Source: an optimization exercise on an open RTL-to-GDS flow (aim: small area and a short achievable clock period). Production flows keep margins and buffers that such runs may drop.
The RTL was checked by simulation tests, not by an equivalence proof against the original design.

Setup of wip/cedar:
==> flow/design.v (excerpt) <==
module ntt_butterfly
#(
    parameter REG_SIZE = 23
)
(
    input  wire                 clk,
    input  wire                 reset_n,
    input  wire                 zeroize,
    input  wire [2:0]           mode,
    input  wire                 accumulate,
    input  wire                 mlkem,
    input  wire  [REG_SIZE-1:0] opu_i,
    input  wire  [REG_SIZE-1:0] opv_i,
    input  wire  [REG_SIZE-1:0] opw_i,
    output logic [REG_SIZE-1:0] u_o,
    output logic [REG_SIZE-1:0] v_o,
    output logic [REG_SIZE-1:0] pwm_res_o,
    output logic [REG_SIZE-1:0] pairwm_mul_red_o
);
Size in the first run: about 4600 cells after synthesis, roughly 170 I/O pins, about 38000 um2 of cells after synthesis.
==> flow/config.mk <==
export PLATFORM = sky130hd
export DESIGN_NAME = ntt_butterfly
export DESIGN_NICKNAME = ntt_butterfly
export VERILOG_FILES = /design/flow/design.v
export SDC_FILE = /design/flow/constraint.sdc
export NUM_CORES = 4
export LEC_CHECK = 0
export CAP_MARGIN = 25
export CORE_MARGIN = 2
export CORE_UTILIZATION = 40
export SETUP_SLACK_MARGIN = 5
export SLEW_MARGIN = 30
==> flow/constraint.sdc <==
create_clock -name core_clock -period 13.0 [get_ports {clk}]
set_input_delay 2.6000 -clock core_clock [delete_from_list [all_inputs] [get_ports {clk}]]
set_output_delay 2.6000 -clock core_clock [all_outputs]
set_load 0.01 [all_outputs]
run.sh (not shown) runs the stock make flow with config.mk's settings and CLKGATE_MAP_FILE= SYNTH_SCRIPT=/design/flow/synth_recipe.tcl, a recipe that flattens the netlist after the stock synthesis.
For wip/lagoon, these inputs were changed with respect to wip/cedar:
- CAP_MARGIN changed from 25 to 20
- SLEW_MARGIN changed from 30 to 20
Notes after the runs:
Every stage of wip/lagoon finished as expected; the final checks, on the other hand, flagged max-capacitance violations, max-slew violations, which means the layout fails.
Number of inserted filler cells in the final layout was lower in the run labelled wip/lagoon.
Largest net degree at the start of global routing delta (wip/cedar -> wip/lagoon): insignificant
Diff wip/cedar -> wip/lagoon: sum of buffers and inverters on the critical path +1, portion of the layout cell area used by non-clock buffers picked up an extra 0.16 points, combined area of the multi-input logic cells rose about 0.9%.
Inputs modified between wip/lagoon and wip/tundra:
- a change of SLEW_MARGIN from 20 to 30
- an added ABC_AREA of 1
- a change of CAP_MARGIN from 20 to 25
wip/tundra reached the end of the flow, and the finished layout is clean on the timing, DRC and antenna checks. Going from wip/lagoon to wip/tundra, worst hold slack moved down; via count moved up; final-layout clock buffer total moved up; fraction of the mapped netlist area in simple logic gates moved up; buffer and inverter count on the worst path moved down. Compared with wip/lagoon, wip/tundra ends up with less cell area. The run with more setup slack is wip/tundra; wip/lagoon has less.
#### Input delta (wip/sierra over wip/tundra)
- changing CAP_MARGIN from 25 to 20
- changing SLEW_MARGIN from 30 to 20
Notes after the runs:
wip/sierra vs. wip/tundra: final non-filler cell area moved down; source-to-sink clock delay at the later pin of the worst-skew pair shows no meaningful change. As far as total routed wirelength is concerned, wip/sierra and wip/tundra perform about the same. Delta (wip/sierra minus wip/tundra): area overhead of the layout relative to synthesis decreased 0.51 points, met2 wire length now smaller, final worst setup slack level. Compared with wip/tundra, placement density in the core of wip/sierra is lower. Non-clock buffer count (lower): wip/sierra.


## red
Another version of the RTL of ntt_butterfly (not shown whole).
For scale: about 4300 cells after synthesis, about 170 I/O pins.
Settings: LEC_CHECK=0, CAP_MARGIN=20, CORE_MARGIN=2, CORE_UTILIZATION=40, SETUP_SLACK_MARGIN=5, SLEW_MARGIN=20; clock period 13.0 ns.
standard.sh (not shown) runs the stock make flow with config.mk's settings and CLKGATE_MAP_FILE= SYNTH_SCRIPT=/design/flow/synth_recipe.tcl, a recipe that flattens the netlist after the stock synthesis.
==> flow/flow/run.sh <==
#!/bin/bash
# Standard synthesis, then a netlist pass that re-balances the inverters around
# the full-adder cells (flow/fixfa.py, logic unchanged), then the standard
# layout with port buffers of the smallest buffer cell and a larger setup
# slack margin for repair_timing. Each tool's output goes to its own log here.
set -euo pipefail
R=orfs/results/sky130hd/ntt_butterfly/base
ARGS=("BUFFER_PORTS_ARGS=-buffer_cell sky130_fd_sc_hd__buf_1")
bash standard.sh "${ARGS[@]}" synth > synth.log 2>&1
cp "$R/1_2_yosys.v" "$R/1_2_yosys.std.v"
python3 flow/fixfa.py "$R/1_2_yosys.std.v" "$R/1_2_yosys.v" > fixfa.log 2>&1
rm -f "$R/1_synth.odb" "$R/1_synth.sdc"
bash standard.sh "${ARGS[@]}" finish > standard.log 2>&1
Other scripts of this flow, unchanged in this note and not shown: flow/flow/fixfa.py
Inputs modified between red and blue:
# red
export LEC_CHECK = 0
export CAP_MARGIN = 20
export CORE_MARGIN = 2
export CORE_UTILIZATION = 40
export SETUP_SLACK_MARGIN = 5
export SLEW_MARGIN = 20
create_clock -name core_clock -period 13.0 [get_ports {clk}]
# blue
export LEC_CHECK = 0
export ABC_AREA = 1
export CAP_MARGIN = 20
export CORE_MARGIN = 2
export CORE_UTILIZATION = 40
export SETUP_SLACK_MARGIN = 5
export SLEW_MARGIN = 20
create_clock -name core_clock -period 13.0 [get_ports {clk}]
==> comparison <==
Compared to red, blue has worst hold margin 0.028 ns lower.
Highest metal layer used by the detailed router: met4 -> blue, met5 -> red
Sort red and blue by register-to-register slack asc -> top: red
On design area: between red and blue, it ends up higher for red.
Relative to blue, the following input files were edited for green:
-- flow/flow/run.sh --
<<< blue, line 6
set -euo pipefail
R=orfs/results/sky130hd/ntt_butterfly/base
ARGS=("BUFFER_PORTS_ARGS=-buffer_cell sky130_fd_sc_hd__buf_1")
bash standard.sh "${ARGS[@]}" synth > synth.log 2>&1
cp "$R/1_2_yosys.v" "$R/1_2_yosys.std.v"
>>> green, line 6
set -euo pipefail
R=orfs/results/sky130hd/ntt_butterfly/base
ARGS=(SETUP_SLACK_MARGIN=5.5 "BUFFER_PORTS_ARGS=-buffer_cell sky130_fd_sc_hd__buf_1")
bash standard.sh "${ARGS[@]}" synth > synth.log 2>&1
cp "$R/1_2_yosys.v" "$R/1_2_yosys.std.v"
[summary]
- Re final instance area: green is about 4% up on blue.
- Count of vias placed by the detailed router: green vs blue up 124
- | worst hold slack | blue vs green | ≈ equal |
- Slack of the critical path was lower in blue than in green.
- Density: green denser than blue
- Number of fillers in the final layout (lower): green
- green vs. blue: met1 usage went up 0.15 points; number of antenna violations at the first check in global routing went up 4.


## job 3241
Another version of the RTL of ntt_butterfly (not shown whole).
Size in the first run: ~200 flip-flops, ~170 I/O pins, ~38000 µm² of cells after synthesis.
make LEC_CHECK=0 ABC_AREA=1 CAP_MARGIN=20 CORE_MARGIN=2 CORE_UTILIZATION=40 SETUP_SLACK_MARGIN=4.5 SLEW_MARGIN=20 finish   # period 13.0 ns
run.sh (not shown) runs the stock make flow with config.mk's settings and CLKGATE_MAP_FILE= SYNTH_SCRIPT=/design/flow/synth_recipe.tcl, a recipe that flattens the netlist after the stock synthesis.
Stock flow here: none of the scripts above is used.
Job 3241 reached the final stage; the timing, DRC and antenna checks on its layout passed.
Changes in job 6347 relative to job 3241:
- clearing SETUP_SLACK_MARGIN, which used to be 4.5
==> flow/flow/run.sh (new file) <==
#!/bin/bash
# Standard layout, with repair_timing aiming for a larger setup slack margin.
set -euo pipefail
bash standard.sh SETUP_SLACK_MARGIN=6.5 finish > standard.log 2>&1
==> flow/standard.sh (new file) <==
#!/bin/bash
# synth_recipe.tcl (not shown) runs the flow's synth.tcl, then flattens the netlist and writes it again
# the make line also repeats each setting of config.mk as NAME=value (left out here)
make -C /OpenROAD-flow-scripts/flow DESIGN_CONFIG=/design/flow/config.mk WORK_HOME=/design/flow/orfs CLKGATE_MAP_FILE= SYNTH_SCRIPT=/design/flow/synth_recipe.tcl "${@:-finish}"
removed: flow/run.sh
- Run comparison: job 3241 end point of the critical path t_c[14]$_DFF_PN0_; job 6347 end point of the critical path t_c[7]$_DFF_PN0_
- sky130_fd_sc_hd__fa_1 as the library cell contributing the largest single delay on the critical path was reported by job 3241, and sky130_fd_sc_hd__fa_2 by job 6347.
- Summary of job 6347 over job 3241: routed wire length went up about 6%, length in cells of the worst reg-to-reg path went down 17%, worst max-slew margin expressed relative to the limit went up 4.7 points, sequential share of cell area went down 2.1 points.
- Going from job 3241 to job 6347, summed area of non-filler cells in the final layout grew by more than 10%.
The inputs of job 8140 differ from those of job 6347 as listed below.
- setting CTS_BUF_LIST to sky130_fd_sc_hd__clkbuf_4 sky130_fd_sc_hd__clkbuf_8 for the first time
- setting SETUP_SLACK_MARGIN to 5 for the first time
==> flow/flow/run.sh <==
#!/bin/bash
# Standard layout; the port buffers use the smallest buffer cell (the resizer
# still upsizes any that timing or slew needs).
set -euo pipefail
bash standard.sh SETUP_SLACK_MARGIN=5.5 "BUFFER_PORTS_ARGS=-buffer_cell sky130_fd_sc_hd__buf_1" finish > standard.log 2>&1
[summary]
Total buffers and inverters traversed by the critical path was higher in the run labelled job 8140.
Clock insertion delay at the later pin of the skew report: job 8140 higher than job 6347
Detailed route, job 8140 vs job 6347: via total lower for job 8140
Inputs modified between job 8140 and job 8122:
- CTS_BUF_LIST removed (was sky130_fd_sc_hd__clkbuf_4 sky130_fd_sc_hd__clkbuf_8)
==> flow/flow/run.sh <==
#!/bin/bash
# Standard layout; the port buffers use the smallest buffer cell (the resizer
# still upsizes any that timing or slew needs).
set -euo pipefail
bash standard.sh SETUP_SLACK_MARGIN=6 "BUFFER_PORTS_ARGS=-buffer_cell sky130_fd_sc_hd__buf_1" finish > standard.log 2>&1
Notes after the runs:
Critical-path maximum fanout for job 8122: 1 down relative to job 8140
Changes observed in job 8122 relative to job 8140: post-layout instance count excluding filler cells +0.98%; final period utilization +1.1 points; worst-margin pin slew -0.098 ns; design area +5.2%; area growth from synthesis to final layout +6.2 points.
Final critical-path required period: job 8122 > job 8140


## run A
ntt_butterfly with an RTL version that a note above also has.
Size in the first run: ~4300 cells after synthesis, about 36000 µm² of cells after synthesis.
clock: 13.0 ns
lec_check: 0
cap_margin: 20
core_margin: 2
core_utilization: 40
setup_slack_margin: 5
slew_margin: 20
standard.sh (not shown) runs the stock make flow with config.mk's settings and CLKGATE_MAP_FILE= SYNTH_SCRIPT=/design/flow/synth_recipe.tcl, a recipe that flattens the netlist after the stock synthesis.
==> flow/flow/run.sh <==
#!/bin/bash
# Standard synthesis, then a netlist pass that re-balances the inverters around
# the full-adder cells (flow/fixfa.py, logic unchanged), then the standard
# layout with port buffers of the smallest buffer cell and a larger setup
# slack margin for repair_timing. Each tool's output goes to its own log here.
set -euo pipefail
R=orfs/results/sky130hd/ntt_butterfly/base
ARGS=(SETUP_SLACK_MARGIN=5.5 "BUFFER_PORTS_ARGS=-buffer_cell sky130_fd_sc_hd__buf_1")
bash standard.sh "${ARGS[@]}" synth > synth.log 2>&1
cp "$R/1_2_yosys.v" "$R/1_2_yosys.std.v"
python3 flow/fixfa.py "$R/1_2_yosys.std.v" "$R/1_2_yosys.v" > fixfa.log 2>&1
rm -f "$R/1_synth.odb" "$R/1_synth.sdc"
bash standard.sh "${ARGS[@]}" finish > standard.log 2>&1
Other scripts of this flow, unchanged in this note and not shown: flow/flow/fixfa.py
--- input diff run A..run B ---
-- flow/flow/run.sh --
<<< run A, line 7
R=orfs/results/sky130hd/ntt_butterfly/base
ARGS=(SETUP_SLACK_MARGIN=5.5 "BUFFER_PORTS_ARGS=-buffer_cell sky130_fd_sc_hd__buf_1")
bash standard.sh "${ARGS[@]}" synth > synth.log 2>&1
>>> run B, line 7
R=orfs/results/sky130hd/ntt_butterfly/base
ARGS=("BUFFER_PORTS_ARGS=-buffer_cell sky130_fd_sc_hd__buf_1")
bash standard.sh "${ARGS[@]}" synth > synth.log 2>&1
-- flow/config.mk --
<<< run A, line 7
export LEC_CHECK = 0
export CAP_MARGIN = 20
>>> run B, line 7
export LEC_CHECK = 0
export ABC_AREA = 1
export CAP_MARGIN = 20
<<< run A, line 12
export SLEW_MARGIN = 20
>>> run B, line 13
export SLEW_MARGIN = 20
export TNS_END_PERCENT = 10
--- outcome ---
Summary of run B over run A: actual transition at the worst max-transition pin saw a decrease; number of buffers created by CTS decreased by 3 relative to the old numbers. Taking run A as 1.0, run B lands at 1.15 on total routed wire length on the met1 layer.
Here is what was changed in the inputs of run C compared with run B.
-- flow/config.mk --
<<< run B, line 13
export SLEW_MARGIN = 20
export TNS_END_PERCENT = 10
>>> run C, line 13
export SLEW_MARGIN = 20
export TNS_END_PERCENT = 40
==> run notes <==
Run C finished end to end and its layout was clean on timing, DRC and antenna.
Count of non-filler cells in the finished layout in run C is 26 below run B.
Taking run B as the reference, in run C via count now smaller; area growth from synthesis to layout saw a decrease; overall fraction of global-route tracks in use flat.


Another version of the RTL of ntt_butterfly (not shown whole).
Size: ~210 flip-flops, ~170 I/O pins.
Design ntt_butterfly, start of the top module:
module ntt_butterfly
#(
    parameter REG_SIZE = 23
)
(
    input  wire                 clk,
    input  wire                 reset_n,
    input  wire                 zeroize,
    input  wire [2:0]           mode,
    input  wire                 accumulate,
    input  wire                 mlkem,
    input  wire  [REG_SIZE-1:0] opu_i,
    input  wire  [REG_SIZE-1:0] opv_i,
    input  wire  [REG_SIZE-1:0] opw_i,
    output logic [REG_SIZE-1:0] u_o,
    output logic [REG_SIZE-1:0] v_o,
    output logic [REG_SIZE-1:0] pwm_res_o,
    output logic [REG_SIZE-1:0] pairwm_mul_red_o
);
    localparam [2:0] CT = 3'd0, GS = 3'd1, PWM = 3'd2, PWA = 3'd3, PWS = 3'd4, PAIRWM = 3'd5;
    logic [2:0] mode_r;
    logic       mlkem_r;
    always_ff @(posedge clk or negedge reset_n) begin
        if (!reset_n) begin
            mode_r <= '0; mlkem_r <= 1'b0;
        end else if (zeroize) begin
            mode_r <= '0; mlkem_r <= 1'b0;
        end else begin
            mode_r <= mode; mlkem_r <= mlkem;
        end
    end
    wire m_ct  = (mode_r == CT);
    wire m_gs  = (mode_r == GS);
    wire m_pwm = (mode_r == PWM);
    wire m_pwa = (mode_r == PWA);
    wire m_pws = (mode_r == PWS);
  ...
clock: 13.0 ns
lec_check: 0
cap_margin: 20
core_margin: 2
core_utilization: 65
setup_slack_margin: 5
slew_margin: 20
run.sh (not shown) runs the stock make flow with config.mk's settings and CLKGATE_MAP_FILE= SYNTH_SCRIPT=/design/flow/synth_recipe.tcl, a recipe that flattens the netlist after the stock synthesis.
Stock flow here: none of the scripts above is used.
Edit:
==> flow/flow/run.sh (new file) <==
#!/bin/bash
# Standard layout, with repair_timing aiming for a larger setup slack margin.
set -euo pipefail
bash standard.sh SETUP_SLACK_MARGIN=6 finish > standard.log 2>&1
==> flow/standard.sh (new file) <==
#!/bin/bash
# synth_recipe.tcl (not shown) runs the flow's synth.tcl, then flattens the netlist and writes it again
# the make line also repeats each setting of config.mk as NAME=value (left out here)
make -C /OpenROAD-flow-scripts/flow DESIGN_CONFIG=/design/flow/config.mk WORK_HOME=/design/flow/orfs CLKGATE_MAP_FILE= SYNTH_SCRIPT=/design/flow/synth_recipe.tcl "${@:-finish}"
- CORE_UTILIZATION: 65 -> 40
- SETUP_SLACK_MARGIN: 5 -> not set
removed: flow/run.sh
After rerunning: Wire length climbs by 9.8%. Synthesized area does not change. Worst setup slack is better by 0.17 ns. Utilization went down by 23 points. Final cell count came out higher by 15%.
Edit:
==> flow/run.sh (new file) <==
#!/bin/bash
# synth_recipe.tcl (not shown) runs the flow's synth.tcl, then flattens the netlist and writes it again
# the make line also repeats each setting of config.mk as NAME=value (left out here)
make -C /OpenROAD-flow-scripts/flow DESIGN_CONFIG=/design/flow/config.mk WORK_HOME=/design/flow/orfs CLKGATE_MAP_FILE= SYNTH_SCRIPT=/design/flow/synth_recipe.tcl finish
- SETUP_SLACK_MARGIN: not set -> 5
removed: flow/flow/run.sh
removed: flow/standard.sh
After rerunning: Critical path depth shrinks by 2; clock skew barely changes; sequential share of layout area climbs by 1.3 points.

[static timing again, ports no longer ideal]
No port has a modelled driver above. Below, the same layouts with a new extraction and two added sets of constraints.
Step 1 assumes that a clkbuf_16 drives the clock port and a buf_2 every other input.
Step 2, shift: input delay + t, output delay - t, t = (earliest + latest rising clock arrival at the registers) / 2. This alone moves slack from input paths to output paths.
Slacks: no drivers / after step 1 / after step 2; pairs: no drivers / after step 1.
run | t (ns) | setup slack, ns | worst setup path after step 2 | clock arrival spread, ns | worst data-port slew with drivers (ns)
wip/cedar | 0.640 | 4.823 / 4.823 / 4.595 | input to register | 0.050 / 0.050 | 0.10
wip/lagoon | 0.647 | 4.750 / 4.750 / 4.520 | input to register | 0.025 / 0.025 | 0.10
wip/tundra | 0.648 | 5.175 / 5.112 / 5.272 | register to register | 0.046 / 0.046 | 0.05
wip/sierra | 0.650 | 5.177 / 5.135 / 5.177 | register to register | 0.055 / 0.056 | 0.05
red | 0.662 | 4.763 / 4.763 / 4.763 | register to register | 0.043 / 0.044 | 0.08
blue | 0.657 | 5.161 / 5.161 / 5.161 | register to register | 0.056 / 0.056 | 0.05
green | 0.641 | 5.330 / 5.330 / 5.330 | register to register | 0.037 / 0.036 | 0.05
job 3241 | 0.660 | 4.820 / 4.820 / 4.704 | input to register | 0.059 / 0.059 | 0.05
job 6347 | 0.629 | 5.302 / 5.302 / 5.302 | register to register | 0.056 / 0.057 | 0.06
job 8140 | 0.722 | 5.440 / 5.440 / 5.440 | register to register | 0.071 / 0.072 | 0.04
job 8122 | 0.674 | 5.301 / 5.301 / 5.301 | register to register | 0.079 / 0.078 | 0.07
run A | 0.646 | 4.733 / 4.733 / 4.733 | register to register | 0.046 / 0.046 | 0.09
run B | 0.657 | 5.154 / 5.154 / 5.154 | register to register | 0.057 / 0.057 | 0.04
run C | 0.658 | 5.058 / 4.991 / 5.058 | register to register | 0.060 / 0.060 | 0.04
the first run of note 5 | 0.617 | 4.734 / 4.749 / 4.139 | input to register | 0.032 / 0.032 | 0.10
the second run of note 5 | 0.674 | 4.907 / 4.868 / 4.193 | input to register | 0.046 / 0.047 | 0.13
the third run of note 5 | 0.677 | 4.832 / 4.843 / 4.165 | input to register | 0.038 / 0.039 | 0.12
The setup slack of the second run of note 5, which loses most, moves by -0.039 ns with the drivers and by -0.714 ns with both steps.
